Source: an optimization exercise on an open RTL-to-GDS flow (aim: small area and few clock cycles per item). Production flows keep margins and buffers that such runs may drop.
Function was not checked in any run shown here: the RTL went through the layout flow alone.

==> flow/design.v <==
module md5 (
    input          clk,
    input          rst_n,
    input          in_valid,
    input  [63:0]  msg,
    output         out_valid,
    output [127:0] hash,
    output [63:0]  out_msg
);
wire [31:0] m0_in = {msg[39:32], msg[47:40], msg[55:48], msg[63:56]};
wire [31:0] m1_in = {msg[7:0], msg[15:8], msg[23:16], msg[31:24]};
reg [31:0] s1_b2, s1_b1, s1_m0, s1_m1;
reg [31:0] s2_t4, s2_b4, s2_b3, s2_x5, s2_m0, s2_m1;
reg [31:0] s3_b7, s3_b6, s3_b5, s3_x7, s3_m0, s3_m1;
reg [31:0] s4_t9, s4_b9, s4_b8, s4_x10, s4_m0, s4_m1;
reg [31:0] s5_b12, s5_b11, s5_b10, s5_x12, s5_m0, s5_m1;
reg [31:0] s6_t14, s6_b14, s6_b13, s6_x15, s6_m0, s6_m1;
reg [31:0] s7_b17, s7_b16, s7_b15, s7_x17, s7_m0, s7_m1;
reg [31:0] s8_t19, s8_b19, s8_b18, s8_x20, s8_m0, s8_m1;
reg [31:0] s9_b22, s9_b21, s9_b20, s9_x22, s9_m0, s9_m1;
reg [31:0] s10_t24, s10_b24, s10_b23, s10_x25, s10_m0, s10_m1;
reg [31:0] s11_b27, s11_b26, s11_b25, s11_x27, s11_m0, s11_m1;
reg [31:0] s12_t29, s12_b29, s12_b28, s12_x30, s12_m0, s12_m1;
reg [31:0] s13_b32, s13_b31, s13_b30, s13_x32, s13_m0, s13_m1;
reg [31:0] s14_t34, s14_b34, s14_b33, s14_x35, s14_m0, s14_m1;
reg [31:0] s15_b37, s15_b36, s15_b35, s15_x37, s15_m0, s15_m1;
reg [31:0] s16_t39, s16_b39, s16_b38, s16_x40, s16_m0, s16_m1;
reg [31:0] s17_b42, s17_b41, s17_b40, s17_x42, s17_m0, s17_m1;
reg [31:0] s18_t44, s18_b44, s18_b43, s18_x45, s18_m0, s18_m1;
reg [31:0] s19_b47, s19_b46, s19_b45, s19_x47, s19_m0, s19_m1;
reg [31:0] s20_t49, s20_b49, s20_b48, s20_x50, s20_m0, s20_m1;
reg [31:0] s21_b52, s21_b51, s21_b50, s21_x52, s21_m0, s21_m1;
reg [31:0] s22_t54, s22_b54, s22_b53, s22_x55, s22_m0, s22_m1;
reg [31:0] s23_b57, s23_b56, s23_b55, s23_x57, s23_m0, s23_m1;
reg [31:0] s24_t59, s24_b59, s24_b58, s24_x60, s24_m0, s24_m1;
reg [31:0] s25_b62, s25_b61, s25_b60, s25_x62, s25_m0, s25_m1;
reg [31:0] s26_b63, s26_b62, s26_b61, s26_x63, s26_m0, s26_m1;
reg [26:1] v;
always @(posedge clk) begin
    v <= {v[25:1], in_valid} & {26{rst_n}};
end
wire [31:0] f0 = (32'hefcdab89 & 32'h98badcfe) | (~32'hefcdab89 & 32'h10325476);
wire [31:0] x0 = m0_in + 32'h3eafc779;
wire [31:0] t0 = add32(x0, f0);
wire [31:0] b1 = 32'hefcdab89 + {t0[24:0], t0[31:25]};
wire [31:0] f1 = (b1 & 32'hefcdab89) | (~b1 & 32'h98badcfe);
wire [31:0] x1 = m1_in + 32'hf8fa0bcc;
wire [31:0] t1 = add32(x1, f1);
wire [31:0] b2 = add32(b1, {t1[19:0], t1[31:20]});
always @(posedge clk) begin
    s1_b2 <= b2;
    s1_b1 <= b1;
    s1_m0 <= m0_in;
    s1_m1 <= m1_in;
end
wire [31:0] f2 = (s1_b2 & s1_b1) | (~s1_b2 & 32'hefcdab89);
wire [31:0] t2 = 32'hbcdb4e59 + f2;
wire [31:0] b3 = add32(s1_b2, {t2[14:0], t2[31:15]});
wire [31:0] f3 = (b3 & s1_b2) | (~b3 & s1_b1);
wire [31:0] t3 = 32'hb18b7a77 + f3;
wire [31:0] b4 = add32(b3, {t3[9:0], t3[31:10]});
wire [31:0] f4 = (b4 & b3) | (~b4 & s1_b2);
wire [31:0] x4 = s1_b1 + 32'hf57c0faf;
wire [31:0] t4 = add32(x4, f4);
wire [31:0] px5 = s1_b2 + 32'h4787c62a;
always @(posedge clk) begin
    s2_t4 <= t4;
    s2_b4 <= b4;
    s2_b3 <= b3;
    s2_x5 <= px5;
    s2_m0 <= s1_m0;
    s2_m1 <= s1_m1;
end
wire [31:0] b5 = add32(s2_b4, {s2_t4[24:0], s2_t4[31:25]});
wire [31:0] f5 = (b5 & s2_b4) | (~b5 & s2_b3);
wire [31:0] t5 = add32(s2_x5, f5);
wire [31:0] b6 = add32(b5, {t5[19:0], t5[31:20]});
wire [31:0] f6 = (b6 & b5) | (~b6 & s2_b4);
wire [31:0] x6 = s2_b3 + 32'ha8304613;
wire [31:0] t6 = add32(x6, f6);
wire [31:0] b7 = add32(b6, {t6[14:0], t6[31:15]});
wire [31:0] px7 = s2_b4 + 32'hfd469501;
always @(posedge clk) begin
    s3_b7 <= b7;
    s3_b6 <= b6;
    s3_b5 <= b5;
    s3_x7 <= px7;
    s3_m0 <= s2_m0;
    s3_m1 <= s2_m1;
end
wire [31:0] f7 = (s3_b7 & s3_b6) | (~s3_b7 & s3_b5);
wire [31:0] t7 = add32(s3_x7, f7);
wire [31:0] b8 = add32(s3_b7, {t7[9:0], t7[31:10]});
wire [31:0] f8 = (b8 & s3_b7) | (~b8 & s3_b6);
wire [31:0] x8 = s3_b5 + 32'h698098d8;
wire [31:0] t8 = add32(x8, f8);
wire [31:0] b9 = add32(b8, {t8[24:0], t8[31:25]});
wire [31:0] f9 = (b9 & b8) | (~b9 & s3_b7);
wire [31:0] x9 = s3_b6 + 32'h8b44f7af;
wire [31:0] t9 = add32(x9, f9);
wire [31:0] px10 = s3_b7 + 32'hffff5bb1;
always @(posedge clk) begin
    s4_t9 <= t9;
    s4_b9 <= b9;
    s4_b8 <= b8;
    s4_x10 <= px10;
    s4_m0 <= s3_m0;
    s4_m1 <= s3_m1;
end
wire [31:0] b10 = add32(s4_b9, {s4_t9[19:0], s4_t9[31:20]});
wire [31:0] f10 = (b10 & s4_b9) | (~b10 & s4_b8);
wire [31:0] t10 = add32(s4_x10, f10);
wire [31:0] b11 = add32(b10, {t10[14:0], t10[31:15]});
wire [31:0] f11 = (b11 & b10) | (~b11 & s4_b9);
wire [31:0] x11 = s4_b8 + 32'h895cd7be;
wire [31:0] t11 = add32(x11, f11);
wire [31:0] b12 = add32(b11, {t11[9:0], t11[31:10]});
wire [31:0] px12 = s4_b9 + 32'h6b901122;
always @(posedge clk) begin
    s5_b12 <= b12;
    s5_b11 <= b11;
    s5_b10 <= b10;
    s5_x12 <= px12;
    s5_m0 <= s4_m0;
    s5_m1 <= s4_m1;
end
wire [31:0] f12 = (s5_b12 & s5_b11) | (~s5_b12 & s5_b10);
wire [31:0] t12 = add32(s5_x12, f12);
wire [31:0] b13 = add32(s5_b12, {t12[24:0], t12[31:25]});
wire [31:0] f13 = (b13 & s5_b12) | (~b13 & s5_b11);
wire [31:0] x13 = s5_b10 + 32'hfd987193;
wire [31:0] t13 = add32(x13, f13);
wire [31:0] b14 = add32(b13, {t13[19:0], t13[31:20]});
wire [31:0] f14 = (b14 & b13) | (~b14 & s5_b12);
wire [31:0] x14 = s5_b11 + 32'ha67943ce;
wire [31:0] t14 = add32(x14, f14);
wire [31:0] px15 = s5_b12 + 32'h49b40821;
always @(posedge clk) begin
    s6_t14 <= t14;
    s6_b14 <= b14;
    s6_b13 <= b13;
    s6_x15 <= px15;
    s6_m0 <= s5_m0;
    s6_m1 <= s5_m1;
end
wire [31:0] b15 = add32(s6_b14, {s6_t14[14:0], s6_t14[31:15]});
wire [31:0] f15 = (b15 & s6_b14) | (~b15 & s6_b13);
wire [31:0] t15 = add32(s6_x15, f15);
wire [31:0] b16 = add32(b15, {t15[9:0], t15[31:10]});
wire [31:0] f16 = (s6_b14 & b16) | (b15 & ~s6_b14);
wire [31:0] x16 = s6_b13 + 32'hf61e2562 + s6_m1;
wire [31:0] t16 = add32(x16, f16);
wire [31:0] b17 = add32(b16, {t16[26:0], t16[31:27]});
wire [31:0] px17 = s6_b14 + 32'hc040b340;
always @(posedge clk) begin
    s7_b17 <= b17;
    s7_b16 <= b16;
    s7_b15 <= b15;
    s7_x17 <= px17;
    s7_m0 <= s6_m0;
    s7_m1 <= s6_m1;
end
wire [31:0] f17 = (s7_b15 & s7_b17) | (s7_b16 & ~s7_b15);
wire [31:0] t17 = add32(s7_x17, f17);
wire [31:0] b18 = add32(s7_b17, {t17[22:0], t17[31:23]});
wire [31:0] f18 = (s7_b16 & b18) | (s7_b17 & ~s7_b16);
wire [31:0] x18 = s7_b15 + 32'h265e5a51;
wire [31:0] t18 = add32(x18, f18);
wire [31:0] b19 = add32(b18, {t18[17:0], t18[31:18]});
wire [31:0] f19 = (s7_b17 & b19) | (b18 & ~s7_b17);
wire [31:0] x19 = s7_b16 + 32'he9b6c7aa + s7_m0;
wire [31:0] t19 = add32(x19, f19);
wire [31:0] px20 = s7_b17 + 32'hd62f105d;
always @(posedge clk) begin
    s8_t19 <= t19;
    s8_b19 <= b19;
    s8_b18 <= b18;
    s8_x20 <= px20;
    s8_m0 <= s7_m0;
    s8_m1 <= s7_m1;
end
wire [31:0] b20 = add32(s8_b19, {s8_t19[11:0], s8_t19[31:12]});
wire [31:0] f20 = (s8_b18 & b20) | (s8_b19 & ~s8_b18);
wire [31:0] t20 = add32(s8_x20, f20);
wire [31:0] b21 = add32(b20, {t20[26:0], t20[31:27]});
wire [31:0] f21 = (s8_b19 & b21) | (b20 & ~s8_b19);
wire [31:0] x21 = s8_b18 + 32'h02441453;
wire [31:0] t21 = add32(x21, f21);
wire [31:0] b22 = add32(b21, {t21[22:0], t21[31:23]});
wire [31:0] px22 = s8_b19 + 32'hd8a1e681;
always @(posedge clk) begin
    s9_b22 <= b22;
    s9_b21 <= b21;
    s9_b20 <= b20;
    s9_x22 <= px22;
    s9_m0 <= s8_m0;
    s9_m1 <= s8_m1;
end
wire [31:0] f22 = (s9_b20 & s9_b22) | (s9_b21 & ~s9_b20);
wire [31:0] t22 = add32(s9_x22, f22);
wire [31:0] b23 = add32(s9_b22, {t22[17:0], t22[31:18]});
wire [31:0] f23 = (s9_b21 & b23) | (s9_b22 & ~s9_b21);
wire [31:0] x23 = s9_b20 + 32'he7d3fbc8;
wire [31:0] t23 = add32(x23, f23);
wire [31:0] b24 = add32(b23, {t23[11:0], t23[31:12]});
wire [31:0] f24 = (s9_b22 & b24) | (b23 & ~s9_b22);
wire [31:0] x24 = s9_b21 + 32'h21e1cde6;
wire [31:0] t24 = add32(x24, f24);
wire [31:0] px25 = s9_b22 + 32'hc3370816;
always @(posedge clk) begin
    s10_t24 <= t24;
    s10_b24 <= b24;
    s10_b23 <= b23;
    s10_x25 <= px25;
    s10_m0 <= s9_m0;
    s10_m1 <= s9_m1;
end
wire [31:0] b25 = add32(s10_b24, {s10_t24[26:0], s10_t24[31:27]});
wire [31:0] f25 = (s10_b23 & b25) | (s10_b24 & ~s10_b23);
wire [31:0] t25 = add32(s10_x25, f25);
wire [31:0] b26 = add32(b25, {t25[22:0], t25[31:23]});
wire [31:0] f26 = (s10_b24 & b26) | (b25 & ~s10_b24);
wire [31:0] x26 = s10_b23 + 32'hf4d50d87;
wire [31:0] t26 = add32(x26, f26);
wire [31:0] b27 = add32(b26, {t26[17:0], t26[31:18]});
wire [31:0] px27 = s10_b24 + 32'h455a14ed;
always @(posedge clk) begin
    s11_b27 <= b27;
    s11_b26 <= b26;
    s11_b25 <= b25;
    s11_x27 <= px27;
    s11_m0 <= s10_m0;
    s11_m1 <= s10_m1;
end
wire [31:0] f27 = (s11_b25 & s11_b27) | (s11_b26 & ~s11_b25);
wire [31:0] t27 = add32(s11_x27, f27);
wire [31:0] b28 = add32(s11_b27, {t27[11:0], t27[31:12]});
wire [31:0] f28 = (s11_b26 & b28) | (s11_b27 & ~s11_b26);
wire [31:0] x28 = s11_b25 + 32'ha9e3e905;
wire [31:0] t28 = add32(x28, f28);
wire [31:0] b29 = add32(b28, {t28[26:0], t28[31:27]});
wire [31:0] f29 = (s11_b27 & b29) | (b28 & ~s11_b27);
wire [31:0] x29 = s11_b26 + 32'hfcefa478;
wire [31:0] t29 = add32(x29, f29);
wire [31:0] px30 = s11_b27 + 32'h676f02d9;
always @(posedge clk) begin
    s12_t29 <= t29;
    s12_b29 <= b29;
    s12_b28 <= b28;
    s12_x30 <= px30;
    s12_m0 <= s11_m0;
    s12_m1 <= s11_m1;
end
wire [31:0] b30 = add32(s12_b29, {s12_t29[22:0], s12_t29[31:23]});
wire [31:0] f30 = (s12_b28 & b30) | (s12_b29 & ~s12_b28);
wire [31:0] t30 = add32(s12_x30, f30);
wire [31:0] b31 = add32(b30, {t30[17:0], t30[31:18]});
wire [31:0] f31 = (s12_b29 & b31) | (b30 & ~s12_b29);
wire [31:0] x31 = s12_b28 + 32'h8d2a4c8a;
wire [31:0] t31 = add32(x31, f31);
wire [31:0] b32 = add32(b31, {t31[11:0], t31[31:12]});
wire [31:0] px32 = s12_b29 + 32'hfffa3942;
always @(posedge clk) begin
    s13_b32 <= b32;
    s13_b31 <= b31;
    s13_b30 <= b30;
    s13_x32 <= px32;
    s13_m0 <= s12_m0;
    s13_m1 <= s12_m1;
end
wire [31:0] f32 = s13_b32 ^ s13_b31 ^ s13_b30;
wire [31:0] t32 = add32(s13_x32, f32);
wire [31:0] b33 = add32(s13_b32, {t32[27:0], t32[31:28]});
wire [31:0] f33 = b33 ^ s13_b32 ^ s13_b31;
wire [31:0] x33 = s13_b30 + 32'h8771f681;
wire [31:0] t33 = add32(x33, f33);
wire [31:0] b34 = add32(b33, {t33[20:0], t33[31:21]});
wire [31:0] f34 = b34 ^ b33 ^ s13_b32;
wire [31:0] x34 = s13_b31 + 32'h6d9d6122;
wire [31:0] t34 = add32(x34, f34);
wire [31:0] px35 = s13_b32 + 32'hfde5384c;
always @(posedge clk) begin
    s14_t34 <= t34;
    s14_b34 <= b34;
    s14_b33 <= b33;
    s14_x35 <= px35;
    s14_m0 <= s13_m0;
    s14_m1 <= s13_m1;
end
wire [31:0] b35 = add32(s14_b34, {s14_t34[15:0], s14_t34[31:16]});
wire [31:0] f35 = b35 ^ s14_b34 ^ s14_b33;
wire [31:0] t35 = add32(s14_x35, f35);
wire [31:0] b36 = add32(b35, {t35[8:0], t35[31:9]});
wire [31:0] f36 = b36 ^ b35 ^ s14_b34;
wire [31:0] x36 = s14_b33 + 32'ha4beea44 + s14_m1;
wire [31:0] t36 = add32(x36, f36);
wire [31:0] b37 = add32(b36, {t36[27:0], t36[31:28]});
wire [31:0] px37 = s14_b34 + 32'h4bdecfa9;
always @(posedge clk) begin
    s15_b37 <= b37;
    s15_b36 <= b36;
    s15_b35 <= b35;
    s15_x37 <= px37;
    s15_m0 <= s14_m0;
    s15_m1 <= s14_m1;
end
wire [31:0] f37 = s15_b37 ^ s15_b36 ^ s15_b35;
wire [31:0] t37 = add32(s15_x37, f37);
wire [31:0] b38 = add32(s15_b37, {t37[20:0], t37[31:21]});
wire [31:0] f38 = b38 ^ s15_b37 ^ s15_b36;
wire [31:0] x38 = s15_b35 + 32'hf6bb4b60;
wire [31:0] t38 = add32(x38, f38);
wire [31:0] b39 = add32(b38, {t38[15:0], t38[31:16]});
wire [31:0] f39 = b39 ^ b38 ^ s15_b37;
wire [31:0] x39 = s15_b36 + 32'hbebfbc70;
wire [31:0] t39 = add32(x39, f39);
wire [31:0] px40 = s15_b37 + 32'h289b7ec6;
always @(posedge clk) begin
    s16_t39 <= t39;
    s16_b39 <= b39;
    s16_b38 <= b38;
    s16_x40 <= px40;
    s16_m0 <= s15_m0;
    s16_m1 <= s15_m1;
end
wire [31:0] b40 = add32(s16_b39, {s16_t39[8:0], s16_t39[31:9]});
wire [31:0] f40 = b40 ^ s16_b39 ^ s16_b38;
wire [31:0] t40 = add32(s16_x40, f40);
wire [31:0] b41 = add32(b40, {t40[27:0], t40[31:28]});
wire [31:0] f41 = b41 ^ b40 ^ s16_b39;
wire [31:0] x41 = s16_b38 + 32'heaa127fa + s16_m0;
wire [31:0] t41 = add32(x41, f41);
wire [31:0] b42 = add32(b41, {t41[20:0], t41[31:21]});
wire [31:0] px42 = s16_b39 + 32'hd4ef3085;
always @(posedge clk) begin
    s17_b42 <= b42;
    s17_b41 <= b41;
    s17_b40 <= b40;
    s17_x42 <= px42;
    s17_m0 <= s16_m0;
    s17_m1 <= s16_m1;
end
wire [31:0] f42 = s17_b42 ^ s17_b41 ^ s17_b40;
wire [31:0] t42 = add32(s17_x42, f42);
wire [31:0] b43 = add32(s17_b42, {t42[15:0], t42[31:16]});
wire [31:0] f43 = b43 ^ s17_b42 ^ s17_b41;
wire [31:0] x43 = s17_b40 + 32'h04881d05;
wire [31:0] t43 = add32(x43, f43);
wire [31:0] b44 = add32(b43, {t43[8:0], t43[31:9]});
wire [31:0] f44 = b44 ^ b43 ^ s17_b42;
wire [31:0] x44 = s17_b41 + 32'hd9d4d039;
wire [31:0] t44 = add32(x44, f44);
wire [31:0] px45 = s17_b42 + 32'he6db99e5;
always @(posedge clk) begin
    s18_t44 <= t44;
    s18_b44 <= b44;
    s18_b43 <= b43;
    s18_x45 <= px45;
    s18_m0 <= s17_m0;
    s18_m1 <= s17_m1;
end
wire [31:0] b45 = add32(s18_b44, {s18_t44[27:0], s18_t44[31:28]});
wire [31:0] f45 = b45 ^ s18_b44 ^ s18_b43;
wire [31:0] t45 = add32(s18_x45, f45);
wire [31:0] b46 = add32(b45, {t45[20:0], t45[31:21]});
wire [31:0] f46 = b46 ^ b45 ^ s18_b44;
wire [31:0] x46 = s18_b43 + 32'h1fa27cf8;
wire [31:0] t46 = add32(x46, f46);
wire [31:0] b47 = add32(b46, {t46[15:0], t46[31:16]});
wire [31:0] px47 = s18_b44 + 32'hc4ac56e5;
always @(posedge clk) begin
    s19_b47 <= b47;
    s19_b46 <= b46;
    s19_b45 <= b45;
    s19_x47 <= px47;
    s19_m0 <= s18_m0;
    s19_m1 <= s18_m1;
end
wire [31:0] f47 = s19_b47 ^ s19_b46 ^ s19_b45;
wire [31:0] t47 = add32(s19_x47, f47);
wire [31:0] b48 = add32(s19_b47, {t47[8:0], t47[31:9]});
wire [31:0] f48 = s19_b47 ^ (b48 | ~s19_b46);
wire [31:0] x48 = s19_b45 + 32'hf4292244 + s19_m0;
wire [31:0] t48 = add32(x48, f48);
wire [31:0] b49 = add32(b48, {t48[25:0], t48[31:26]});
wire [31:0] f49 = b48 ^ (b49 | ~s19_b47);
wire [31:0] x49 = s19_b46 + 32'h432aff97;
wire [31:0] t49 = add32(x49, f49);
wire [31:0] px50 = s19_b47 + 32'hab9423e7;
always @(posedge clk) begin
    s20_t49 <= t49;
    s20_b49 <= b49;
    s20_b48 <= b48;
    s20_x50 <= px50;
    s20_m0 <= s19_m0;
    s20_m1 <= s19_m1;
end
wire [31:0] b50 = add32(s20_b49, {s20_t49[21:0], s20_t49[31:22]});
wire [31:0] f50 = s20_b49 ^ (b50 | ~s20_b48);
wire [31:0] t50 = add32(s20_x50, f50);
wire [31:0] b51 = add32(b50, {t50[16:0], t50[31:17]});
wire [31:0] f51 = b50 ^ (b51 | ~s20_b49);
wire [31:0] x51 = s20_b48 + 32'hfc93a039;
wire [31:0] t51 = add32(x51, f51);
wire [31:0] b52 = add32(b51, {t51[10:0], t51[31:11]});
wire [31:0] px52 = s20_b49 + 32'h655b59c3;
always @(posedge clk) begin
    s21_b52 <= b52;
    s21_b51 <= b51;
    s21_b50 <= b50;
    s21_x52 <= px52;
    s21_m0 <= s20_m0;
    s21_m1 <= s20_m1;
end
wire [31:0] f52 = s21_b51 ^ (s21_b52 | ~s21_b50);
wire [31:0] t52 = add32(s21_x52, f52);
wire [31:0] b53 = add32(s21_b52, {t52[25:0], t52[31:26]});
wire [31:0] f53 = s21_b52 ^ (b53 | ~s21_b51);
wire [31:0] x53 = s21_b50 + 32'h8f0ccc92;
wire [31:0] t53 = add32(x53, f53);
wire [31:0] b54 = add32(b53, {t53[21:0], t53[31:22]});
wire [31:0] f54 = b53 ^ (b54 | ~s21_b52);
wire [31:0] x54 = s21_b51 + 32'hffeff47d;
wire [31:0] t54 = add32(x54, f54);
wire [31:0] px55 = s21_b52 + 32'h85845dd1 + s21_m1;
always @(posedge clk) begin
    s22_t54 <= t54;
    s22_b54 <= b54;
    s22_b53 <= b53;
    s22_x55 <= px55;
    s22_m0 <= s21_m0;
    s22_m1 <= s21_m1;
end
wire [31:0] b55 = add32(s22_b54, {s22_t54[16:0], s22_t54[31:17]});
wire [31:0] f55 = s22_b54 ^ (b55 | ~s22_b53);
wire [31:0] t55 = add32(s22_x55, f55);
wire [31:0] b56 = add32(b55, {t55[10:0], t55[31:11]});
wire [31:0] f56 = b55 ^ (b56 | ~s22_b54);
wire [31:0] x56 = s22_b53 + 32'h6fa87e4f;
wire [31:0] t56 = add32(x56, f56);
wire [31:0] b57 = add32(b56, {t56[25:0], t56[31:26]});
wire [31:0] px57 = s22_b54 + 32'hfe2ce6e0;
always @(posedge clk) begin
    s23_b57 <= b57;
    s23_b56 <= b56;
    s23_b55 <= b55;
    s23_x57 <= px57;
    s23_m0 <= s22_m0;
    s23_m1 <= s22_m1;
end
wire [31:0] f57 = s23_b56 ^ (s23_b57 | ~s23_b55);
wire [31:0] t57 = add32(s23_x57, f57);
wire [31:0] b58 = add32(s23_b57, {t57[21:0], t57[31:22]});
wire [31:0] f58 = s23_b57 ^ (b58 | ~s23_b56);
wire [31:0] x58 = s23_b55 + 32'ha3014314;
wire [31:0] t58 = add32(x58, f58);
wire [31:0] b59 = add32(b58, {t58[16:0], t58[31:17]});
wire [31:0] f59 = b58 ^ (b59 | ~s23_b57);
wire [31:0] x59 = s23_b56 + 32'h4e0811a1;
wire [31:0] t59 = add32(x59, f59);
wire [31:0] px60 = s23_b57 + 32'hf7537e82;
always @(posedge clk) begin
    s24_t59 <= t59;
    s24_b59 <= b59;
    s24_b58 <= b58;
    s24_x60 <= px60;
    s24_m0 <= s23_m0;
    s24_m1 <= s23_m1;
end
wire [31:0] b60 = add32(s24_b59, {s24_t59[10:0], s24_t59[31:11]});
wire [31:0] f60 = s24_b59 ^ (b60 | ~s24_b58);
wire [31:0] t60 = add32(s24_x60, f60);
wire [31:0] b61 = add32(b60, {t60[25:0], t60[31:26]});
wire [31:0] f61 = b60 ^ (b61 | ~s24_b59);
wire [31:0] x61 = s24_b58 + 32'hbd3af235;
wire [31:0] t61 = add32(x61, f61);
wire [31:0] b62 = add32(b61, {t61[21:0], t61[31:22]});
wire [31:0] px62 = s24_b59 + 32'h2ad7d33b;
always @(posedge clk) begin
    s25_b62 <= b62;
    s25_b61 <= b61;
    s25_b60 <= b60;
    s25_x62 <= px62;
    s25_m0 <= s24_m0;
    s25_m1 <= s24_m1;
end
wire [31:0] f62 = s25_b61 ^ (s25_b62 | ~s25_b60);
wire [31:0] t62 = add32(s25_x62, f62);
wire [31:0] b63 = add32(s25_b62, {t62[16:0], t62[31:17]});
wire [31:0] px63 = s25_b60 + 32'heb86d391;
always @(posedge clk) begin
    s26_b63 <= b63;
    s26_b62 <= s25_b62;
    s26_b61 <= s25_b61;
    s26_x63 <= px63;
    s26_m0 <= s25_m0;
    s26_m1 <= s25_m1;
end
wire [31:0] f63 = s26_b62 ^ (s26_b63 | ~s26_b61);
wire [31:0] t63 = add32(s26_x63, f63);
wire [31:0] hb = s26_b63 + {t63[10:0], t63[31:11]} + 32'hefcdab89;
wire [31:0] ha = s26_b61 + 32'h67452301;
wire [31:0] hc = s26_b63 + 32'h98badcfe;
wire [31:0] hd = s26_b62 + 32'h10325476;
assign hash = {{ha[7:0], ha[15:8], ha[23:16], ha[31:24]}, {hb[7:0], hb[15:8], hb[23:16], hb[31:24]}, {hc[7:0], hc[15:8], hc[23:16], hc[31:24]}, {hd[7:0], hd[15:8], hd[23:16], hd[31:24]}};
assign out_msg = {{s26_m0[7:0], s26_m0[15:8], s26_m0[23:16], s26_m0[31:24]}, {s26_m1[7:0], s26_m1[15:8], s26_m1[23:16], s26_m1[31:24]}};
assign out_valid = v[26];
function [31:0] add32;    
    input [31:0] a, b;
    reg [31:0] g, p, gn, pn;
    integer l, i, j;
    begin
        g = a & b; p = a ^ b;
        for (l = 0; l < 5; l = l + 1) begin
            gn = g; pn = p;
            for (i = 0; i < 32; i = i + 1)
                if ((i >> l) & 1) begin
                    j = ((i >> l) << l) - 1;
                    gn[i] = g[i] | (p[i] & g[j]);
                    pn[i] = p[i] & p[j];
                end
            g = gn; p = pn;
        end
        add32 = a ^ b ^ {g[30:0], 1'b0};
    end
endfunction
endmodule
module md5_pipe (
    input          clk,
    input          rst_n,       
    input          in_valid,
    output         in_ready,
    input  [63:0]  msg,         
    output         out_valid,
    output [127:0] hash,        
    output [63:0]  out_msg      
);
assign in_ready = 1'b1;
md5 core (
    .clk      (clk),
    .rst_n    (rst_n),
    .in_valid (in_valid),
    .msg      (msg),
    .out_valid(out_valid),
    .hash     (hash),
    .out_msg  (out_msg)
);
endmodule
==> flow/flow/run.sh <==
#!/bin/bash
# Own layout flow: the standard ORFS flow (standard.sh, all steps from
# synthesis to the final layout), with one change: synthesis maps the logic
# with the ABC script in flow/abc.script instead of ORFS's abc_speed.script.
# Yosys, register mapping, flattening and renaming are the standard flow's own
# (synth_recipe.tcl), so the registers are the standard synthesis's.
set -euo pipefail
W=$PWD
rm -rf "$W/scripts_mod"
cp -r "$FLOW_HOME/scripts" "$W/scripts_mod"
cp "$W/flow/abc.script" "$W/scripts_mod/abc_speed.script"
bash "$W/standard.sh" SCRIPTS_DIR="$W/scripts_mod" SYNTH_ARGS=-noabc ADDER_MAP_FILE= "CTS_ARGS=-sink_clustering_enable -repair_clock_nets -dont_use_dummy_load -buf_list sky130_fd_sc_hd__clkbuf_8 -sink_clustering_size 15 -sink_clustering_max_diameter 70" finish > "$W/orfs_make.log" 2>&1
==> flow/flow/abc.script <==
&get -n
&st
&dch
&nf -R 40
&put
buffer -c
topo
stime -c
upsize -c
dnsize -c
==> flow/standard.sh <==
#!/bin/bash
# synth_recipe.tcl (not shown) runs the flow's synth.tcl, then flattens the netlist and writes it again
# the make line also repeats each setting of config.mk as NAME=value (left out here)
make -C /OpenROAD-flow-scripts/flow DESIGN_CONFIG=/design/flow/config.mk WORK_HOME=/design/flow/orfs CLKGATE_MAP_FILE= SYNTH_SCRIPT=/design/flow/synth_recipe.tcl "${@:-finish}"
==> flow/config.mk <==
export PLATFORM = sky130hd
export DESIGN_NAME = md5_pipe
export DESIGN_NICKNAME = md5_pipe
export VERILOG_FILES = /design/flow/design.v
export SDC_FILE = /design/flow/constraint.sdc
export NUM_CORES = 8
export LEC_CHECK = 0
export CAP_MARGIN = 20
export CORE_MARGIN = 2
export CORE_UTILIZATION = 50
export CTS_BUF_LIST = sky130_fd_sc_hd__clkbuf_16
export CTS_CLUSTER_DIAMETER = 100
export CTS_CLUSTER_SIZE = 24
export GPL_TIMING_DRIVEN = 0
export SLEW_MARGIN = 20
==> flow/constraint.sdc <==
create_clock -name core_clock -period 12.5 [get_ports {clk}]
set_input_delay 2.5000 -clock core_clock [delete_from_list [all_inputs] [get_ports {clk}]]
set_output_delay 2.5000 -clock core_clock [all_outputs]
set_load 0.01 [all_outputs]
==> out/metrics.yaml, run 1 <==
outcome:
  status: "finished with violations"
  so_faults: "setup timing"
final_layout:
  fin_nets: 38110
  drive_gt1_share_pct: 8.950
  syn2layout_area_growth_pct: 11.65
  layout.area.seq_um2: 99260
  multi_input_area_um2: 209000
  stdcell_count: 46180
  n_fill_cell: 56740
  fin_util_pct: 55.94
grt:
  grt_pass1_wl_um: 1471000
  grt_antenna_before_repair: 90
  grt_pass1_vias: 230500
  grt_use_met1_pct: 43.36
  grt_max_degree: 24
  grt_use_total_pct: 31.73
  grt.met2_usage_pct: 52.55
  busiest_layer: "met2"
  met3_usage_pct: 4.384
  grt-ovfl-total: 0
place:
  placed_cells: 45270
  gp_congestion: 0.9804
  port_buffers: 259
  hpwlAfterDp_um: 866000
clocking:
  cts.clk_slew.worst_paths_ns: 0.09
  cts_tree: "built"
  cts_max_level: 5
  clockBufferDepth: 4
  cts-buffers-inserted: 446
  root_buffer: "clkbuf_8"
  clkSinkCount: 4954
  clk_latency_ns: 1.34
floorplan:
  die_h_um: 785.7
  coreArea_um2: 609700
  dieArea_um2: 617300
  placementRows: 287
  die_x_um: 785.7
  num_io_pins: 261
  start_util_pct: 50.10
logic_synthesis:
  syn_avg_cell_area_um2: 8.275
  synth_xor_area_share_pct: 30.19
  syn_inst: 36920
  synthArstFlopShare_pct: 0
  ys.flop_type: "dfxtp_1"
  yosysSeqAreaShare_pct: 32.46
  synthAdderAreaFrac_pct: 2.964
  synth.area.mux_share_pct: 1.897
  synth_compound_gate_area_share_pct: 11.11
  synth_edf_count: 0
  synth_top_area_cell: "dfxtp_1"
  syn_area_um2: 305500
  synthSimpleGateAreaFrac_pct: 18.14
  synthTopCellsByCount: "xnor2_1, dfxtp_1, xor2_1"
  synth_most_common_cell: "xnor2_1"
  synth_top_area_share_pct: 32.46
  yosysUniqueCellTypes: 137
  synth_nets: 36990
  synth_area_leaders: "dfxtp_1, xnor2_1, xor2_1, nand2_1, nor2_1"
  ys_seq_elements: 4954
  synth_top_family_by_area: "XOR/XNOR gates"
  yosysWarningCount: 1
timing:
  period_needed_ns: 13.42
  max_freq_mhz: 74.53
  hold_viol: 0
  holdWs_ns: 0.2503
  finClkSkew_ns: 0.1626
  finalSetupViolations: 10
  fin_tns_setup_ns: -6.334
  slew_viol_final: 0
  relSlewSlack_pct: 13.08
  setup_ws_ns: -0.9173
  rsz0062_at_grt: "yes"
  finalCritPeriodShare_pct: 107.3
  tightest_slew_ns: 1.295
route:
  post-route-drc-count: 0
  vias: 247500
  wl_per_cell_um: 22.23
  totalWireLength_um: 1027000
  route.antenna.remaining_nets: 0
  drt-initial-drc-count: 18390
  first_pass_iters: 8
  vias_per_cell: 5.360
critical_path:
  required_ns: 10.00
  critical_path_arrival_ns: 10.92
  worst_path_most_repeated_cell: "maj3_2"
  crit_slowest_cell: "a221o_1"
  critical_path_class: "flop to output pin"
  max_stage_delay_ns: 0.39
  critPathMaxFanout: 3
  end_kind: "output pin"
  cp-start-kind: "flop"
worst_hold_path:
  hp-class: "flop to flop"
run:
  drv_cap: 0
[stage by stage]
step | setup WS (ns) | area (µm²)
3_3_place_gp | -2.857 | 318200
3_5_place_dp | -2.867 | 318500
2_1_floorplan | -0.004423 | 305500
4_1_cts | -0.9160 | 331000
6_report | -0.9173 | 341100
5_1_grt | -1.371 | 341000
[cells in the final DEF, fill, tap and decap left out, types with 71 or more instances in the layout]
cell             count
a21o_1             192
clkbuf_1           515
mux2_2              71
o21ai_0           1454
o21bai_1            97
o21ai_1            184
clkbuf_8           446
xnor2_4             77
a31oi_1            369
a31o_2              72
o211ai_1           124
nand2_1           3812
a21oi_1           1603
and3_1             206
xnor2_2            499
or3_1              185
buf_4              479
dfxtp_1           4894
nand4_1             94
or2_2              364
nor2b_1            976
and2_1             654
xor2_2             330
o31ai_1            120
a21oi_2             72
xnor2_1           5859
xor2_1            3591
buf_2               76
mux2i_1            474
nand2b_1           799
nor2_1            3581
o21a_1             153
maj3_1             836
clkdlybuf4s50_1    240
inv_1             1862
nor3_1             390
nand3_1            528
[cell families after synthesis]
logic type	after synthesis
AND/OR/NAND/NOR	11970
XOR/XNOR	10450
AO/OA/AOI/OAI	5496
flip-flops	4954
buffers and inverters	2579
adder cells (fa/ha/maj)	899
multiplexers	570
other	1
[repair_timing]
item,CTS,global route
cloned,0,0
gates resized for setup,746,1215
hold endpoints to repair,0,0
pin swaps,129,298
hold buffers,0,0
endpoints found under the setup margin,523,528
buffers inserted,178,333
[critical path, delay by kind of cell, from the launching register on]
kind	cells	cell delay, ns
AO/OA/AOI/OAI	17	2.97
XOR/XNOR	5	0.84
adder cells (fa/ha/maj)	12	4.05
buffers and inverters	2	0.20
flip-flops	1	0.35
AND/OR/NAND/NOR	12	1.18
[per-layer routing]
| metal | part of all wire (%) | wire [µm] | vias to the layer above |
|---|---|---|---|
| met1 | 45 | 463300 | 118000 |
| met4 | 3.0 | 30300 | 20 |
| met2 | 46 | 467800 | 6303 |
| met3 | 6.4 | 65280 | 1311 |
| li1 | - | - | 121900 |
| met5 | 0.013 | 136 | - |
[final cells by class]
type	instances	area share, %
plain buffers	623	0.7560
repair buffers	763	2.002
multi-input cells	29390	61.28
inverters	1873	2.061
diodes	47	0.03448
well taps	8092	2.968
clock buffers	446	1.800
flip-flops and latches	4954	29.10
[worst paths after layout]
path | from | endpoint | slack, ns | depth (start not counted)
worst min-delay path | core.s5_m0[30] | core.s6_m0[30] | 0.25 | 0
worst min register to register | core.s5_m0[30] | core.s6_m0[30] | 0.25 | 0
worst max register to register | core.s13_b32[11] | core.s14_t34[18] | 0.24 | 47
worst max-delay path | core.s26_b61[0] | hash[70] | -0.92 | 48
==> run 2, diff against run 1 <==
--- a/flow/design.v
+++ b/flow/design.v
@@ -34,7 +34,7 @@
 reg [31:0] s23_b57, s23_b56, s23_b55, s23_x57, s23_m0, s23_m1;
 reg [31:0] s24_t59, s24_b59, s24_b58, s24_x60, s24_m0, s24_m1;
 reg [31:0] s25_b62, s25_b61, s25_b60, s25_x62, s25_m0, s25_m1;
-reg [31:0] s26_b63, s26_b62, s26_b61, s26_x63, s26_m0, s26_m1;
+reg [31:0] s26_ha, s26_hb, s26_hc, s26_hd, s26_m0, s26_m1;
 reg [26:1] v;
 always @(posedge clk) begin
     v <= {v[25:1], in_valid} & {26{rst_n}};
@@ -487,22 +487,22 @@
 wire [31:0] f62 = s25_b61 ^ (s25_b62 | ~s25_b60);
 wire [31:0] t62 = add32(s25_x62, f62);
 wire [31:0] b63 = add32(s25_b62, {t62[16:0], t62[31:17]});
-wire [31:0] px63 = s25_b60 + 32'heb86d391;
-always @(posedge clk) begin
-    s26_b63 <= b63;
-    s26_b62 <= s25_b62;
-    s26_b61 <= s25_b61;
-    s26_x63 <= px63;
+wire [31:0] f63 = s25_b62 ^ (b63 | ~s25_b61);
+wire [31:0] x63 = s25_b60 + 32'heb86d391;
+wire [31:0] t63 = add32(x63, f63);
+wire [31:0] hb = b63 + {t63[10:0], t63[31:11]} + 32'hefcdab89;
+wire [31:0] ha = s25_b61 + 32'h67452301;
+wire [31:0] hc = b63 + 32'h98badcfe;
+wire [31:0] hd = s25_b62 + 32'h10325476;
+always @(posedge clk) begin
+    s26_ha <= ha;
+    s26_hb <= hb;
+    s26_hc <= hc;
+    s26_hd <= hd;
     s26_m0 <= s25_m0;
     s26_m1 <= s25_m1;
 end
-wire [31:0] f63 = s26_b62 ^ (s26_b63 | ~s26_b61);
-wire [31:0] t63 = add32(s26_x63, f63);
-wire [31:0] hb = s26_b63 + {t63[10:0], t63[31:11]} + 32'hefcdab89;
-wire [31:0] ha = s26_b61 + 32'h67452301;
-wire [31:0] hc = s26_b63 + 32'h98badcfe;
-wire [31:0] hd = s26_b62 + 32'h10325476;
-assign hash = {{ha[7:0], ha[15:8], ha[23:16], ha[31:24]}, {hb[7:0], hb[15:8], hb[23:16], hb[31:24]}, {hc[7:0], hc[15:8], hc[23:16], hc[31:24]}, {hd[7:0], hd[15:8], hd[23:16], hd[31:24]}};
+assign hash = {{s26_ha[7:0], s26_ha[15:8], s26_ha[23:16], s26_ha[31:24]}, {s26_hb[7:0], s26_hb[15:8], s26_hb[23:16], s26_hb[31:24]}, {s26_hc[7:0], s26_hc[15:8], s26_hc[23:16], s26_hc[31:24]}, {s26_hd[7:0], s26_hd[15:8], s26_hd[23:16], s26_hd[31:24]}};
 assign out_msg = {{s26_m0[7:0], s26_m0[15:8], s26_m0[23:16], s26_m0[31:24]}, {s26_m1[7:0], s26_m1[15:8], s26_m1[23:16], s26_m1[31:24]}};
 assign out_valid = v[26];
 function [31:0] add32;    
==> flow/flow/abc.script (replaced) <==
strash
dch
amap
buffer -c
topo
stime -c
upsize -c
dnsize -c
==> run 2 against run 1 <==
Net effect: still fails the layout checks on setup timing; via count is 24% higher; synthesized area is 5.8% lower; clock skew is 0.046 ns higher; maximum frequency is 7.0% higher.
==> out/metrics.yaml, run 2 <==
outcome:
  status: "finished with violations"
  so_faults: "setup timing"
critical_path:
  crit_slowest_cell: "o41a_2"
  required_ns: 13.70  # +3.70 ns
  critical_path_class: "input port to flop"
  critPathMaxFanout: 8  # +5
  end_kind: "flop"
  critical_path_arrival_ns: 13.73  # +2.81 ns
  worst_path_most_repeated_cell: "nor2_4"
  cp-start-kind: "input port"
  max_stage_delay_ns: 0.45  # +0.06 ns
final_layout:
  fin_nets: 45860  # +20%
  fin_area_um2: 334100  # -2.1%
  mostFrequentLayoutCells: "nor2_1, nand2_1, inv_1"
  final_common_cell: "nor2_1"
  syn2layout_area_growth_pct: 16.03
  fin_util_pct: 58.24  # +2.3 points
  drive_gt1_share_pct: 13.17  # +4.2 points
timing:
  finalSetupViolations: 1  # -9
  slew_viol_final: 0  # unchanged
  tightest_slew_ns: 1.258  # -0.03664 ns
  holdWs_ns: 0.1762  # -0.07410 ns
  hold_viol: 0  # unchanged
  finClkSkew_ns: 0.2086  # +0.04596 ns
  setup_ws_ns: -0.03394  # +0.8833 ns
  relSlewSlack_pct: 16.14  # +3.1 points
  rsz0062_at_grt: "yes"
  max_freq_mhz: 79.78  # +7.0%
  period_needed_ns: 12.53  # -0.8833 ns
  finalCritPeriodShare_pct: 100.3  # -7.1 points
logic_synthesis:
  ys.flop_type: "dfxtp_1"
  synth_area_leaders: "dfxtp_1, nor2_1, o21ai_0, a21oi_1, nand2_1"
  synth_edf_count: 0  # unchanged
  synth_top_area_cell: "dfxtp_1"
  synth_top_area_share_pct: 34.44  # +2.0 points
  syn_avg_cell_area_um2: 6.511  # -21%
  synth_nets: 44290  # +20%
  synthArstFlopShare_pct: 0  # unchanged
  syn_area_um2: 287900  # -5.8%
  ys_seq_elements: 4954  # unchanged
  syn_inst: 44220  # +20%
  yosysSeqAreaShare_pct: 34.44  # +2.0 points
  yosysUniqueCellTypes: 143  # +4.4%
  synth_most_common_cell: "nor2_1"
  yosysWarningCount: 1  # unchanged
  synthTopCellsByCount: "nor2_1, nand2_1, o21ai_0"
clocking:
  cts-buffers-inserted: 443  # -0.67%
  clockBufferDepth: 4  # unchanged
  clk_latency_ns: 1.34  # about the same
  cts.clk_slew.worst_paths_ns: 0.09  # about the same
  clkSinkCount: 4954  # unchanged
  holdBufCountCts: 0  # unchanged
  root_buffer: "clkbuf_8"
  cts_max_level: 5  # unchanged
  cts_tree: "built"
place:
  port_buffers: 259  # unchanged
  hpwlAfterDp_um: 932000  # +7.6%
  gp_congestion: 1.022  # +4.3%
  place_area_um2: 300000  # -5.8%
floorplan:
  num_io_pins: 261  # unchanged
  dieArea_um2: 581900  # -5.7%
  die_x_um: 762.9  # -2.9%
  placementRows: 278  # -3.1%
  die_h_um: 762.9  # -2.9%
  start_util_pct: 50.20  # +0.096 points
  coreArea_um2: 573600  # -5.9%
route:
  post-route-drc-count: 0  # unchanged
  drt-initial-drc-count: 29180  # +59%
  route.antenna.remaining_nets: 0  # unchanged
  first_pass_iters: 12  # +4
  totalWireLength_um: 1130000  # +10%
  vias_per_cell: 5.764  # +7.5%
  vias: 307800  # +24%
  wl_per_cell_um: 21.16  # -4.8%
grt:
  grt_max_degree: 23  # -4.2%
  grt_pass1_vias: 262500  # +14%
  grt-ovfl-total: 0  # unchanged
  grt_pass1_wl_um: 1590000  # +8.1%
  grt_antenna_before_repair: 102  # +13%
  grt_use_total_pct: 35.95  # +4.2 points
worst_hold_path:
  hp-class: "flop to flop"
run:
  drv_cap: 0  # unchanged
run 2: worst max-delay path, delay by kind of cell:
family / cells / cell delay [ns]
buffers and inverters: 17 / 1.60
AO/OA/AOI/OAI: 14 / 2.53
AND/OR/NAND/NOR: 57 / 7.07
run 2: final cells by class:
type / instances / area (µm²)
well taps: 7560 / 9459
flip-flops and latches: 4954 / 99340
repair buffers: 1133 / 9828
clock buffers: 443 / 6097
multi-input cells: 33630 / 187900
fillers: 54660 / 239500
inverters: 5600 / 21070
plain buffers: 31 / 220.2
diodes: 58 / 145.1
run 2: kinds of logic after synthesis:
group / share of synthesized area (%)
buffers and inverters: 7.378
XOR/XNOR: 0.3941
AND/OR/NAND/NOR: 23.41
AO/OA/AOI/OAI: 34.37
flip-flops: 34.44
other: 0.001302
run 2: path summary, 6_finish.rpt:
path | from | to | slack (ns) | depth (start not counted)
worst max-delay path | msg[59] | core.s1_b2[27] | -0.03 | 88
worst min-delay path | core.s1_m1[29] | core.s2_m1[29] | 0.18 | 0
worst max register to register | core.s24_b59[1] | core.s25_b62[26] | 0.22 | 65
worst min register to register | core.s1_m1[29] | core.s2_m1[29] | 0.18 | 0
run 2: metal layers:
metal / up-vias / share of wire (%) / track usage, %
li1: 155400 / - / -
met1: 138500 / 42 / 48.30
met2: 11480 / 44 / 57.26
met3: 2353 / 9.0 / 5.780
met4: 38 / 5.2 / 15.15
met5: - / 0.034 / 0
run 2: timing repair:
action,in CTS,in global routing
endpoints found under the setup margin,545,631
gates resized for setup,908,4004
setup buffers,108,759
pin swaps,70,679
run 2: through the flow:
step	setup WS [ns]	instances	TNS (ns)
final	-0.03394	53410	-0.03394
after global routing	-0.8285	53370	-56.88
after CTS	-0.01718	52590	-0.01718
after detailed placement	-2.845	52050	-523.85
after global placement	-2.522	52040	-461.90
after floorplan	0.2906	44220	0
==> run 3, diff against run 2 <==
==> flow/flow/abc.script (replaced) <==
strash
dc2
dch
amap
buffer -c
topo
stime -c
upsize -c
dnsize -c
==> run 3 against run 2 <==
Net effect: the layout still fails its checks (setup timing); hold slack improved by 0.0058 ns; die area decreased by 8.8%; register-to-register slack got worse by 5.4 ns; final cell count decreased by 7.1%; core utilization increased by 2.4 points; via count decreased by 11%; setup slack got worse by 5.2 ns; sequential share of layout area increased by 1.5 points; critical path depth increased by 46; largest cell class unchanged.
==> out/metrics.yaml, run 3 <==
route:
  route.antenna.remaining_nets: 0  # unchanged
  vias_per_cell: 5.523  # -4.2%
  wl_per_cell_um: 20.29  # -4.1%
  totalWireLength_um: 1007000  # -11%
  drt-initial-drc-count: 23390  # -20%
  first_pass_iters: 11  # -1
  post-route-drc-count: 0  # unchanged
  vias: 274100  # -11%
logic_synthesis:
  synth_area_leaders: "dfxtp_1, nor2_1, o21ai_0, nand2_1, a21oi_1"
  syn_avg_cell_area_um2: 6.549  # +0.58%
  synth_edf_count: 0  # unchanged
  synthTopCellsByCount: "nor2_1, nand2_1, o21ai_0"
  yosysUniqueCellTypes: 90  # -37%
  ys_seq_elements: 4954  # unchanged
  yosysWarningCount: 1  # unchanged
  ys.flop_type: "dfxtp_1"
  syn_area_um2: 262400  # -8.9%
  synth_nets: 40130  # -9.4%
  synth_top_area_share_pct: 37.80  # +3.4 points
  synth_most_common_cell: "nor2_1"
  synth_top_area_cell: "dfxtp_1"
  synthArstFlopShare_pct: 0  # unchanged
  yosysSeqAreaShare_pct: 37.80  # +3.4 points
  syn_inst: 40060  # -9.4%
critical_path:
  crit_slowest_cell: "dfxtp_2"
  cp-start-kind: "flop"
  worst_path_most_repeated_cell: "buf_4"
  critPathMaxFanout: 7  # -1
  end_kind: "flop"
  critical_path_class: "flop to flop"
  r2r_cells: 134  # +110%
  max_stage_delay_ns: 0.37  # -0.08 ns
  required_ns: 13.63  # -0.07 ns
  critical_path_arrival_ns: 18.82  # +5.09 ns
timing:
  finClkSkew_ns: 0.1874  # -0.02116 ns
  setup_ws_ns: -5.186  # -5.153 ns
  relSlewSlack_pct: 7.004  # -9.1 points
  rsz0062_at_grt: "yes"
  hold_viol: 0  # unchanged
  finalCritPeriodShare_pct: 141.5  # +41 points
  period_needed_ns: 17.69  # +5.153 ns
  tightest_slew_ns: 1.380  # +0.1225 ns
  holdWs_ns: 0.1821  # +0.005825 ns
  max_freq_mhz: 56.54  # -29%
  slew_viol_final: 0  # unchanged
  finalSetupViolations: 869  # +868
clocking:
  clockBufferDepth: 4  # unchanged
  cts_tree: "built"
  clk_latency_ns: 1.32  # -0.02 ns
  cts.clk_slew.worst_paths_ns: 0.09  # about the same
  cts_max_level: 5  # unchanged
  cts-buffers-inserted: 427  # -3.6%
  root_buffer: "clkbuf_8"
  holdBufCountCts: 0  # unchanged
  clkSinkCount: 4954  # unchanged
place:
  place_area_um2: 280100  # -6.7%
  gp_congestion: 1.001  # -2.1%
  placed_cells: 47300  # -9.1%
  hpwlAfterDp_um: 819900  # -12%
  port_buffers: 259  # unchanged
floorplan:
  num_io_pins: 261  # unchanged
  dieArea_um2: 530500  # -8.8%
  coreArea_um2: 523900  # -8.7%
  die_x_um: 728.4  # -4.5%
  die_h_um: 728.4  # -4.5%
  start_util_pct: 50.08  # -0.12 points
  placementRows: 266  # -4.3%
final_layout:
  fin_util_pct: 60.66  # +2.4 points
  stdcell_count: 49630  # -7.1%
  drive_gt1_share_pct: 17.37  # +4.2 points
  fin_nets: 42640  # -7.0%
  final_common_cell: "nor2_1"
  syn2layout_area_growth_pct: 21.12
  mostFrequentLayoutCells: "nor2_1, nand2_1, dfxtp_1"
  fin_area_um2: 317800  # -4.9%
grt:
  grt_use_total_pct: 35.49  # -0.46 points
  grt_pass1_wl_um: 1421000  # -11%
  grt-ovfl-total: 0  # unchanged
  grt_antenna_before_repair: 105  # +2.9%
  grt_pass1_vias: 235900  # -10%
  grt_max_degree: 24  # +4.3%
outcome:
  status: "finished with violations"
  so_faults: "setup timing"
worst_hold_path:
  hp-class: "flop to flop"
  hold_path_depth: 0  # unchanged
run:
  drv_cap: 0  # unchanged
## run 3: changes by cell type after synthesis, sizes merged, moves of 380 or more
cell,change
o21ai,-857
a31oi,-383
a21oi,-1058
o21a,+867
nor3,-380
inv,-1060
## run 3: logic make-up after synthesis
logic type,count (synthesis),synth area share [%]
compound gates,14540,31.50
xor+xnor,70,0.2337
flops,4954,37.80
other cells,1,0.001429
simple gates,15920,23.91
buf+inv,4570,6.559
## run 3: final cells by class
cell class	count	area (µm²)
fill	48080	206100
multi-input combinational	30540	169200
sequential	4954	99350
inverter	4536	17130
timing repair buffer	2089	17060
tap	6968	8718
clock buffer	427	5877
antenna	89	222.7
buffer	34	192.7
## run 3: stage by stage
step / TNS, ns / setup WS [ns]
detailed placement: -2629.94 / -7.219
global placement: -2430.52 / -7.290
floorplan: -224.04 / -2.386
global route: -3317.69 / -6.470
finish: -1877.02 / -5.186
CTS: -1820.15 / -5.034
## run 3: routing by layer
layer,global-route usage [%],up-vias,routed length [µm]
li1,-,140000,-
met1,46.52,122900,423700
met2,59.04,8969,455100
met3,5.115,2161,78760
met4,13.58,31,49140
met5,0,-,228
## run 3: path summary, 6_finish.rpt
| check | from | endpoint | slack (ns) |
|---|---|---|---|
| hold / removal | core.s8_m0[8] | core.s9_m0[8] | 0.18 |
| setup reg to reg | core.s8_b19[0] | core.s9_b22[12] | -5.19 |
| setup / recovery | core.s8_b19[0] | core.s9_b22[12] | -5.19 |
| hold reg to reg | core.s8_m0[8] | core.s9_m0[8] | 0.18 |
## run 3: critical path: cells and delay by family, from the launching register on
| kind | cells | cell delay (ns) |
|---|---|---|
| compound gates | 54 | 7.92 |
| buf+inv | 35 | 4.16 |
| flops | 1 | 0.37 |
| simple gates | 45 | 5.09 |
## run 3: what timing repair did
| action | CTS | global route |
|---|---|---|
| resized for setup | 1896 | 2772 |
| endpoints found under the setup margin | 999 | 1239 |
| setup buffers | 1221 | 600 |
| pin swaps | 803 | 915 |
==> run 4, diff against run 3 <==
==> flow/flow/abc.script (replaced) <==
&get -n
&st
&dch
&nf -R 40
&put
buffer -c
topo
stime -c
upsize -c
dnsize -c
==> run 4 against run 3 <==
Net effect: now clean on timing, DRC and antenna; global-route usage fell by 3.6 points; core utilization fell by 5.3 points; setup slack improved by 5.6 ns; critical path depth fell by 81; hold slack improved by 0.066 ns; critical endpoint is now core.s1_b2[27].
==> out/metrics.yaml, run 4 <==
final_layout:
  drive_gt1_share_pct: 7.971  # -9.4 points
  fin_nets: 38220  # -10%
  fin_area_um2: 340500  # +7.1%
  n_fill_cell: 57370  # +19%
  fin_util_pct: 55.39  # -5.3 points
  syn2layout_area_growth_pct: 10.48
  mostFrequentLayoutCells: "xnor2_1, dfxtp_1, nand2_1"
  final_common_cell: "xnor2_1"
critical_path:
  end_kind: "flop"
  worst_path_most_repeated_cell: "nand2_1"
  crit_slowest_cell: "o41ai_4"
  cp-start-kind: "input port"
  r2r_slack_ns: 0.46  # +5.65 ns
  critPathMaxFanout: 8  # +1
  r2r_cells: 51  # -62%
  max_stage_delay_ns: 0.45  # +0.08 ns
  required_ns: 13.69  # +0.06 ns
  critical_path_arrival_ns: 13.25  # -5.57 ns
  critical_path_class: "input port to flop"
logic_synthesis:
  synth_area_leaders: "dfxtp_1, xnor2_1, xor2_1, nand2_1, nor2_1"
  synthArstFlopShare_pct: 0  # unchanged
  synth_nets: 37260  # -7.2%
  ys_seq_elements: 4954  # unchanged
  yosysWarningCount: 1  # unchanged
  synth_top_area_share_pct: 32.18  # -5.6 points
  syn_avg_cell_area_um2: 8.287  # +27%
  syn_inst: 37190  # -7.2%
  ys.flop_type: "dfxtp_1"
  synth_edf_count: 0  # unchanged
  syn_area_um2: 308200  # +17%
  synthTopCellsByCount: "xnor2_1, dfxtp_1, xor2_1"
  synth_most_common_cell: "xnor2_1"
  yosysUniqueCellTypes: 167  # +86%
  synth_top_area_cell: "dfxtp_1"
  yosysSeqAreaShare_pct: 32.18  # -5.6 points
floorplan:
  start_util_pct: 50.13  # +0.052 points
  die_h_um: 789.1  # +8.3%
  die_x_um: 789.1  # +8.3%
  placementRows: 288  # +8.3%
  dieArea_um2: 622700  # +17%
  num_io_pins: 261  # unchanged
  coreArea_um2: 614800  # +17%
outcome:
  status: "timing/DRC/antenna clean"
place:
  place_area_um2: 321100  # +15%
  hpwlAfterDp_um: 879900  # +7.3%
  dp_slack_ns: -2.363  # +4.856 ns
  gp_congestion: 0.9854  # -1.5%
  port_buffers: 259  # unchanged
route:
  totalWireLength_um: 1039000  # +3.2%
  post-route-drc-count: 0  # unchanged
  wl_per_cell_um: 22.42  # +10%
  first_pass_iters: 6  # -5
  drt-initial-drc-count: 19500  # -17%
  vias: 249100  # -9.1%
  route.antenna.remaining_nets: 0  # unchanged
  vias_per_cell: 5.375  # -2.7%
grt:
  met3_usage_pct: 4.299  # -0.82 points
  grt-ovfl-total: 0  # unchanged
  grt.met2_usage_pct: 52.20  # -6.8 points
  grt_max_degree: 21  # -13%
  grt_pass1_wl_um: 1493000  # +5.1%
  grt_use_total_pct: 31.85  # -3.6 points
  grt_pass1_vias: 232300  # -1.5%
  grt_use_met1_pct: 43.92  # -2.6 points
  busiest_layer: "met2"
  grt_antenna_before_repair: 109  # +3.8%
timing:
  setup_ws_ns: 0.4409  # +5.627 ns
  finalSetupViolations: 0  # -100%
  max_freq_mhz: 82.93  # +47%
  finalCritPeriodShare_pct: 96.47  # -45 points
  hold_viol: 0  # unchanged
  period_needed_ns: 12.06  # -5.627 ns
  finClkSkew_ns: 0.1544  # -0.03301 ns
  tightest_slew_ns: 1.286  # -0.09474 ns
  slew_viol_final: 0  # unchanged
  relSlewSlack_pct: 13.68  # +6.7 points
  holdWs_ns: 0.2477  # +0.06566 ns
run:
  drv_cap: 0  # unchanged
clocking:
  root_buffer: "clkbuf_8"
  cts_tree: "built"
  clkSinkCount: 4954  # unchanged
  clockBufferDepth: 4  # unchanged
  cts_max_level: 5  # unchanged
  holdBufCountCts: 0  # unchanged
  cts-buffers-inserted: 443  # +3.7%
  cts.clk_slew.worst_paths_ns: 0.11  # +0.02 ns
  clk_latency_ns: 1.34  # +0.02 ns
worst_hold_path:
  hold_path_depth: 0  # unchanged
  hp-class: "flop to flop"
==> run 4: changes by cell type after synthesis, sizes merged, moves of 1442 or more <==
cell / before / now
a21oi: 4599 / 1712
inv: 4534 / 1858
nand2: 6681 / 3892
nor2: 8226 / 3690
o21a: 1599 / 157
o21ai: 5951 / 1649
o22ai: 1669 / 64
xnor2: 29 / 6434
xor2: 41 / 3943
==> run 4: what timing repair did <==
item / in CTS / in global routing
endpoints found under the setup margin: 435 / 527
resized for setup: 519 / 982
pin swaps: 31 / 205
setup buffers: 56 / 287
==> run 4: path summary, 6_finish.rpt <==
kind	from	end
setup / recovery	msg[60]	core.s1_b2[27]
hold / removal	core.s9_m0[20]	core.s10_m0[20]
setup reg to reg	core.s8_b19[0]	core.s9_b22[31]
hold reg to reg	core.s9_m0[20]	core.s10_m0[20]
==> run 4: cells by family after synthesis <==
kind of cell,synth area share (%)
and+or+nand+nor,18.52
xor gates and xnor gates,30.15
AOI/OAI and AO/OA,11.12
DFF,32.18
buffers and inverters,3.274
adders and majority gates,2.878
muxes,1.883
other,0.001217
==> run 4: per-layer routing <==
layer / vias to the layer above / wire, µm
met4: 18 / 34950
met2: 6808 / 465100
met5: - / 109
li1: 122700 / -
met1: 118300 / 465800
met3: 1309 / 72890
==> run 4: critical path: cells and delay by family <==
kind	cells	cell delay, ns
adder cells (fa/ha/maj)	3	1.19
AO/OA/AOI/OAI	16	3.11
XOR/XNOR	4	0.84
AND/OR/NAND/NOR	27	4.92
buffers and inverters	3	0.68
==> run 4: area by class of cell <==
type	count	area, µm²	area share, %
Inverter	1861	6985	2.052
Clock buffer	443	6097	1.791
Antenna cell	74	185.2	0.05439
Tap cell	8120	10160	2.984
Buffer	644	2790	0.8195
Timing Repair Buffer	604	5723	1.681
Sequential cell	4954	99210	29.14
Multi-Input combinational cell	29640	209300	61.48
==> run 4: through the flow <==
stage / std cells / setup TNS (ns)
2_1_floorplan: 37190 / 0
3_3_place_gp: 45570 / -367.88
3_5_place_dp: 45570 / -374.37
4_1_cts: 46050 / 0
5_1_grt: 46290 / -3.573
6_report: 46340 / 0

[port drivers added, routing unchanged]
The flow's constraints put no driver on any port. The routed layouts listed below were extracted and timed again, unchanged, in two steps. Step 1 sets driving cells, clkbuf_16 on the clock port and buf_2 on the other inputs (assumed; they add their load-dependent delay and slew). Step 2 moves the port delays by t, midway between the first and last clock arrival at a register: inputs arrive t later, outputs are due t later. That takes back most of the time a late clock gives input paths. a / b / c = ideal ports / drivers / drivers and shift; a / b = the first two.
run	t, ns	setup WS [ns]	worst setup path after step 2
run 1	1.376	-0.917 / -1.044 / -0.777	input to register
run 2	1.365	-0.034 / 0.053 / -1.312	input to register
run 3	1.343	-5.186 / -5.186 / -5.186	register to register
run 4	1.381	0.441 / 0.455 / -0.834	input to register
Met with ideal ports but missed after step 2: setup timing in run 4. The setup slack of run 2, which loses most, moves by +0.087 ns with the drivers and by -1.278 ns with both steps.
